What follows belongs to an exercise in optimizing a design on an open flow for small area, a short achievable clock period and few clock cycles per item; a production flow would make more cautious choices. Power and IR drop assume default switching activity.

Design mat_ops_controller, start of the top module:
module mat_ops_controller #(
	parameter DATA_LEN = 8,
	parameter N = 8,
	parameter ADDRESS_SIZE = 4
)
(
	input                         i_clk,
	input                         i_rstn,
	input   [DATA_LEN*N-1:0]      i_read_data_A,
	output  [ADDRESS_SIZE-1:0]    o_address_A,
	output                        o_wr_en_A,
	output  [DATA_LEN*N-1:0]      o_write_data_A,
	input   [DATA_LEN*N-1:0]      i_read_data_B,
	output  [ADDRESS_SIZE-1:0]    o_address_B,
	output                        o_wr_en_B,
	output  [DATA_LEN*N-1:0]      o_write_data_B,
	output                        o_done
);
	reg        idle;
	reg        P;
	reg  [8:0] S;
	reg  [2:0] T;
	reg  [2:0] r;
	reg        pa0;       
	wire start = (i_read_data_A[7:0] == 8'd1);
	wire go    = idle && pa0 && start;
	wire r0    = (r == 3'd0);
	wire r7    = (r == 3'd7);
	wire [8:0] S_n;
	assign S_n[0] = P || (go && addr_a[3]) || (S[8] && !r7);
	assign S_n[1] = S[0];
	assign S_n[2] = S[1] && !r0;
	assign S_n[3] = (S[1] && r0) || S[2];
	assign S_n[8:4] = S[7:3];
	wire [2:0] T_n = {T[1:0], S[8] && r7};
	wire       idle_n = (idle && !go) || T[2];
	wire [2:0] r_n    = S[8] ? r + 3'd1 : r;
	wire [2:0] wrow_n = r_n - 3'd1;     
  ...
clock: 5.0 ns
lec_check: 0
cap_margin: 20
core_margin: 2
core_utilization: 40
cts_buf_list: sky130_fd_sc_hd__clkbuf_4 sky130_fd_sc_hd__clkbuf_8 sky130_fd_sc_hd__clkbuf_16
cts_cluster_diameter: 60
cts_cluster_size: 30
place_density: 0.6
setup_slack_margin: 2.6
slew_margin: 20
standard.sh (not shown) runs the stock make flow with config.mk's settings and CLKGATE_MAP_FILE= SYNTH_SCRIPT=/design/flow/synth_recipe.tcl, a recipe that flattens the netlist after the stock synthesis.
==> flow/flow/run.sh <==
#!/bin/bash
# The standard layout (the standard.sh, standard synthesis unchanged) with
# the port buffers made from the smallest buffer cell instead of the
# clock-delay buffer that buffer_ports picks by default.
set -euo pipefail
bash standard.sh BUFFER_PORTS_ARGS="-buffer_cell sky130_fd_sc_hd__buf_1" finish > make_finish.log 2>&1
The starting point finished clean.
==> next run, changes <==
- SETUP_SLACK_MARGIN: 2.6 -> 2.75
After rerunning: Via count stays flat; worst hold slack stays flat; global-route usage stays flat; area after synthesis does not change; design area rose by 3.6%; non-clock buffer count rose by 21; clock power hardly moves.
Function was not checked in any run of this note: the RTL went through the layout flow alone.

========
mat_ops_controller, a different RTL version from the one above (not shown whole).
Size in the first run: about 1400 cells after synthesis.
export LEC_CHECK = 0
export CAP_MARGIN = 20
export CORE_MARGIN = 2
export CORE_UTILIZATION = 40
export CTS_BUF_LIST = sky130_fd_sc_hd__clkbuf_8
export PLACE_DENSITY = 0.6
export SETUP_SLACK_MARGIN = 2.5
export SLEW_MARGIN = 20
create_clock -name core_clock -period 5.0 [get_ports {i_clk}]
Scripts as last shown in full above: flow/flow/run.sh
The first run finished clean.
Next try:
CORE_UTILIZATION = 60   (was 40)
CTS_BUF_LIST = unset   (was sky130_fd_sc_hd__clkbuf_8)
PLACE_DENSITY = 0.75   (was 0.6)
Sequential cell count is unchanged.
Synthesized area stays the same.
Worst hold slack gets worse by 4.1 ps.
Clock skew came out lower by 5.2 ps.
Setup slack gets worse by 58 ps.
First-iteration DRC count came out higher by 55%.
Via count came out higher by 1.0%.
Wire length came out lower by 5.8%.
No run of this note included a check of the RTL's function; only the layout flow was run.

========
The RTL this note starts from:
==> flow/design.v <==
`timescale 1ns / 1ns
module mat_ops_controller #(
	parameter DATA_LEN = 8,
	parameter N = 8,
	parameter ADDRESS_SIZE = 4
)
(
	input                         i_clk,
	input                         i_rstn,
	input   [DATA_LEN*N-1:0]      i_read_data_A,
	output  [ADDRESS_SIZE-1:0]    o_address_A,
	output                        o_wr_en_A,
	output  [DATA_LEN*N-1:0]      o_write_data_A,
	input   [DATA_LEN*N-1:0]      i_read_data_B,
	output  [ADDRESS_SIZE-1:0]    o_address_B,
	output                        o_wr_en_B,
	output  [DATA_LEN*N-1:0]      o_write_data_B,
	output                        o_done
);
	reg        idle;
	reg  [8:0] S;
	reg  [3:0] T;
	reg  [2:0] r;
	reg  [2:0] wrow;      
	wire start = (i_read_data_A[7:0] == 8'd1);
	wire go    = idle && start;
	wire r0    = (r == 3'd0);
	wire r7    = (r == 3'd7);
	wire [8:0] S_n;
	assign S_n[0] = go || (S[8] && !r7);
	assign S_n[1] = S[0];
	assign S_n[2] = S[1];
	assign S_n[3] = S[2] && !r0;
	assign S_n[4] = (S[2] && r0) || S[3];
	assign S_n[8:5] = S[7:4];
	wire [3:0] T_n = {T[2:0], S[8] && r7};
	wire       idle_n = (idle && !start) || T[3];
	wire [2:0] r_n    = S[8] ? r + 3'd1 : r;
	wire [2:0] wrow_n = S[8] ? r : wrow;
	wire       run_n  = |S_n;
	wire       wb_n   = S_n[3] || T_n[3];
	wire [2:0] k_n    = {S_n[5] | S_n[6] | S_n[7] | S_n[8],
	                     S_n[2] | S_n[4] | S_n[7] | S_n[8],
	                     S_n[1] | S_n[4] | S_n[6] | S_n[8]};
	reg  [3:0] addr_a;
	reg  [3:0] addr_b;
	reg        wr_b;
	reg        done;
	reg        v0;
	reg        f0;
	always @(posedge i_clk, negedge i_rstn) begin
		if (!i_rstn) begin
			idle   <= 1'b1;
			S      <= 9'd0;
			T      <= 4'd0;
			r      <= 3'd0;
			wrow   <= 3'd0;
			addr_a <= 4'd0;
			addr_b <= 4'd0;
			wr_b   <= 1'b0;
			done   <= 1'b0;
		end else begin
			idle   <= idle_n;
			S      <= S_n;
			T      <= T_n;
			r      <= r_n;
			wrow   <= wrow_n;
			addr_a <= {run_n, r_n};
			addr_b <= wb_n ? {1'b1, wrow_n} : {1'b0, k_n};
			wr_b   <= wb_n;
			done   <= T_n[3];
		end
	end
	wire [2:0] k0 = addr_b[2:0];
	always @(posedge i_clk) begin
		v0 <= run_n && !S_n[3];
		f0 <= S_n[0];
	end
	reg                  v1;
	reg  [2:0]           k1;
	reg                  f1;
	reg                  f2;
	reg  [11:0]          a2;       
	wire [7:0]           a1 = i_read_data_A[8*k1 +: 8];
	wire [11:0]          a1_enc;
	genvar m;
	generate
		for (m = 0; m < 4; m = m + 1) begin : BOOTH
			wire hi = a1[2*m+1];
			wire md = a1[2*m];
			wire lo = (m == 0) ? 1'b0 : a1[2*m-1];
			assign a1_enc[3*m]   = hi;
			assign a1_enc[3*m+1] = md ^ lo;
			assign a1_enc[3*m+2] = (hi & ~md & ~lo) | (~hi & md & lo);
		end
	endgenerate
	reg  [63:0]          b2;
	wire [63:0]          acc;
	always @(posedge i_clk) begin
		v1 <= v0;
		k1 <= k0;
		f1 <= f0;
		f2 <= f1;
		a2 <= v1 ? a1_enc : 12'd0;
		b2 <= i_read_data_B;
	end
	genvar j;
	generate
		for (j = 0; j < N; j = j + 1) begin : LANE
			mac_lane u_lane (
				.i_clk (i_clk),
				.a     (a2),
				.b     (b2[8*j +: 8]),
				.first (f2),
				.acc   (acc[8*j +: 8])
			);
		end
	endgenerate
	assign o_address_A    = addr_a;
	assign o_wr_en_A      = done;
	assign o_write_data_A = {(DATA_LEN*N){1'b0}};
	assign o_address_B    = addr_b;
	assign o_wr_en_B      = wr_b;
	assign o_write_data_B = acc;
	assign o_done         = done;
endmodule
module mac_lane (
	input            i_clk,
	input      [11:0] a,
	input      [7:0] b,
	input            first,
	output reg [7:0] acc
);
	reg              first_q;
	wire [14:0] d;
	reg  [14:0] q;
	wire neg0 = a[0];
	wire one0 = a[1];
	wire two0 = a[2];
	wire neg1 = a[3];
	wire one1 = a[4];
	wire two1 = a[5];
	wire neg2 = a[6];
	wire one2 = a[7];
	wire two2 = a[8];
	wire neg3 = a[9];
	wire one3 = a[10];
	wire two3 = a[11];
	wire t1;
	wire t2;
	wire t3;
	wire t4;
	wire t5;
	wire t6;
	wire t7;
	wire t8;
	wire t9;
	wire t10;
	wire t11;
	wire t12;
	wire t13;
	wire t14;
	wire t15;
	wire t16;
	wire t17;
	wire t18;
	wire t19;
	wire t20;
	wire t21;
	assign t1 = (((one0 & b[6]) | (two0 & b[5])) ^ neg0) ^ (((one1 & b[4]) | (two1 & b[3])) ^ neg1);
	assign t2 = (((one0 & b[6]) | (two0 & b[5])) ^ neg0) & (((one1 & b[4]) | (two1 & b[3])) ^ neg1);
	assign t3 = (((one0 & b[7]) | (two0 & b[6])) ^ neg0) ^ (((one1 & b[5]) | (two1 & b[4])) ^ neg1);
	assign t4 = (((one0 & b[4]) | (two0 & b[3])) ^ neg0) ^ (((one1 & b[2]) | (two1 & b[1])) ^ neg1);
	assign t5 = (((one0 & b[4]) | (two0 & b[3])) ^ neg0) & (((one1 & b[2]) | (two1 & b[1])) ^ neg1);
	assign t6 = (((one0 & b[5]) | (two0 & b[4])) ^ neg0) ^ (((one1 & b[3]) | (two1 & b[2])) ^ neg1);
	assign t7 = (((one0 & b[5]) | (two0 & b[4])) ^ neg0) & (((one1 & b[3]) | (two1 & b[2])) ^ neg1);
	assign t8 = t1 ^ (((one2 & b[2]) | (two2 & b[1])) ^ neg2) ^ (((one3 & b[0]) | (two3 & 1'b0)) ^ neg3);
	assign t9 = (t1 & (((one2 & b[2]) | (two2 & b[1])) ^ neg2)) | (t1 & (((one3 & b[0]) | (two3 & 1'b0)) ^ neg3)) | ((((one2 & b[2]) | (two2 & b[1])) ^ neg2) & (((one3 & b[0]) | (two3 & 1'b0)) ^ neg3));
	assign t10 = t2 ^ t3 ^ (((one2 & b[3]) | (two2 & b[2])) ^ neg2);
	assign t11 = (((one0 & b[2]) | (two0 & b[1])) ^ neg0) ^ (((one1 & b[0]) | (two1 & 1'b0)) ^ neg1);
	assign t12 = (((one0 & b[2]) | (two0 & b[1])) ^ neg0) & (((one1 & b[0]) | (two1 & 1'b0)) ^ neg1);
	assign t13 = (((one0 & b[3]) | (two0 & b[2])) ^ neg0) ^ (((one1 & b[1]) | (two1 & b[0])) ^ neg1);
	assign t14 = (((one0 & b[3]) | (two0 & b[2])) ^ neg0) & (((one1 & b[1]) | (two1 & b[0])) ^ neg1);
	assign t15 = t4 ^ (((one2 & b[0]) | (two2 & 1'b0)) ^ neg2) ^ neg2;
	assign t16 = (t4 & (((one2 & b[0]) | (two2 & 1'b0)) ^ neg2)) | (t4 & neg2) | ((((one2 & b[0]) | (two2 & 1'b0)) ^ neg2) & neg2);
	assign t17 = t5 ^ t6 ^ (((one2 & b[1]) | (two2 & b[0])) ^ neg2);
	assign t18 = (t5 & t6) | (t5 & (((one2 & b[1]) | (two2 & b[0])) ^ neg2)) | (t6 & (((one2 & b[1]) | (two2 & b[0])) ^ neg2));
	assign t19 = t7 ^ t8 ^ neg3;
	assign t20 = (t7 & t8) | (t7 & neg3) | (t8 & neg3);
	assign t21 = t9 ^ t10 ^ (((one3 & b[1]) | (two3 & b[0])) ^ neg3);
	assign d[0] = (((one0 & b[0]) | (two0 & 1'b0)) ^ neg0);
	assign d[1] = neg0;
	assign d[2] = (((one0 & b[1]) | (two0 & b[0])) ^ neg0);
	assign d[3] = t11;
	assign d[4] = neg1;
	assign d[5] = t12;
	assign d[6] = t13;
	assign d[7] = t14;
	assign d[8] = t15;
	assign d[9] = t16;
	assign d[10] = t17;
	assign d[11] = t18;
	assign d[12] = t19;
	assign d[13] = t20;
	assign d[14] = t21;
	always @(posedge i_clk) begin
		q       <= d;
		first_q <= first;
	end
	wire [7:0] g = first_q ? 8'd0 : acc;
	always @(posedge i_clk)
		acc <= g + {q[13] , q[11] , q[9] , q[7] , q[5] , q[3] , q[2] , q[0]} + {q[14] , q[12] , q[10] , q[8] , q[6] , q[4] , 1'b0 , q[1]};
endmodule
clock: 5.0 ns
lec_check: 0
cap_margin: 20
core_margin: 2
core_utilization: 40
place_density: 0.6
setup_slack_margin: 2.7
slew_margin: 20
Scripts as last shown in full above: flow/flow/run.sh
Next try:
--- a/flow/flow/run.sh
+++ b/flow/flow/run.sh
@@ -5,2 +5,2 @@
 set -euo pipefail
-bash standard.sh BUFFER_PORTS_ARGS="-buffer_cell sky130_fd_sc_hd__buf_1" finish > make_finish.log 2>&1
+bash standard.sh BUFFER_PORTS_ARGS="-buffer_cell sky130_fd_sc_hd__buf_1" RECOVER_POWER=100 finish > make_finish.log 2>&1
--- a/flow/config.mk
+++ b/flow/config.mk
@@ -11,3 +11,3 @@
 export PLACE_DENSITY = 0.6
-export SETUP_SLACK_MARGIN = 2.7
+export SETUP_SLACK_MARGIN = 2.5
 export SLEW_MARGIN = 20
=> Die area stays the same. Count of clock-buffer cells in the layout rises by 3. Hold slack hardly moves. Via count went down by about 0.8%. Flip-flop and latch count is unchanged.
Next try:
--- a/flow/flow/run.sh
+++ b/flow/flow/run.sh
@@ -5,2 +5,2 @@
 set -euo pipefail
-bash standard.sh BUFFER_PORTS_ARGS="-buffer_cell sky130_fd_sc_hd__buf_1" RECOVER_POWER=100 finish > make_finish.log 2>&1
+bash standard.sh BUFFER_PORTS_ARGS="-buffer_cell sky130_fd_sc_hd__buf_1" finish > make_finish.log 2>&1
Effect: Hold slack stays flat; final cell count does not change; total power rises by 2.0%.
Next try:
--- a/flow/config.mk
+++ b/flow/config.mk
@@ -10,2 +10,5 @@
 export CORE_UTILIZATION = 40
+export CTS_BUF_LIST = sky130_fd_sc_hd__clkbuf_4 sky130_fd_sc_hd__clkbuf_8 sky130_fd_sc_hd__clkbuf_16
+export CTS_CLUSTER_DIAMETER = 60
+export CTS_CLUSTER_SIZE = 30
 export PLACE_DENSITY = 0.6
Outcome: Setup slack gains 14 ps. Power fell by 1.4%. Die area does not change. Via count fell by 0.80%. Design area fell by 0.66%.
No functional check of the RTL was part of any run of this note.

-- static timing again, ports no longer ideal --
The flow's constraints put no driver on any port. The routed layouts listed below were extracted and timed again, unchanged, in two steps.
Step 1: set_driving_cell puts a clkbuf_16 on i_clk and a buf_2 on each other input, an assumption about the parent block.
Step 2 moves the port delays by t, midway between the first and last clock arrival at a register: inputs arrive t later, outputs are due t later. That takes back most of the time a late clock gives input paths.
a / b / c = no drivers / after step 1 / after step 2; a / b = the first two.
| run | t, ns | setup WS [ns] | hold slack, ns | worst data-port slew with drivers (ns) |
|---|---|---|---|---|
| the first run of note 1 | 0.581 | 2.675 / 2.675 / 2.164 | 0.329 / 0.329 / 0.329 | 0.07 |
| the second run of note 1 | 0.576 | 2.795 / 2.795 / 2.248 | 0.330 / 0.330 / 0.330 | 0.07 |
| the first run of note 2 | 0.629 | 2.547 / 2.547 / 2.485 | 0.324 / 0.324 / 0.324 | 0.06 |
| the second run of note 2 | 0.585 | 2.490 / 2.490 / 2.488 | 0.320 / 0.320 / 0.320 | 0.04 |
| the first run of note 3 | 0.607 | 2.563 / 2.563 / 2.446 | 0.326 / 0.326 / 0.326 | 0.08 |
| the second run of note 3 | 0.613 | 1.867 / 1.867 / 1.867 | 0.327 / 0.327 / 0.327 | 0.05 |
| the third run of note 3 | 0.613 | 2.533 / 2.533 / 2.463 | 0.327 / 0.327 / 0.327 | 0.05 |
| the fourth run of note 3 | 0.603 | 2.547 / 2.547 / 2.478 | 0.330 / 0.330 / 0.330 | 0.06 |
After both steps setup and hold are still met in every run listed. The setup slack of the second run of note 1, which loses most, moves by 0.000 ns with the drivers and by -0.547 ns with both steps.
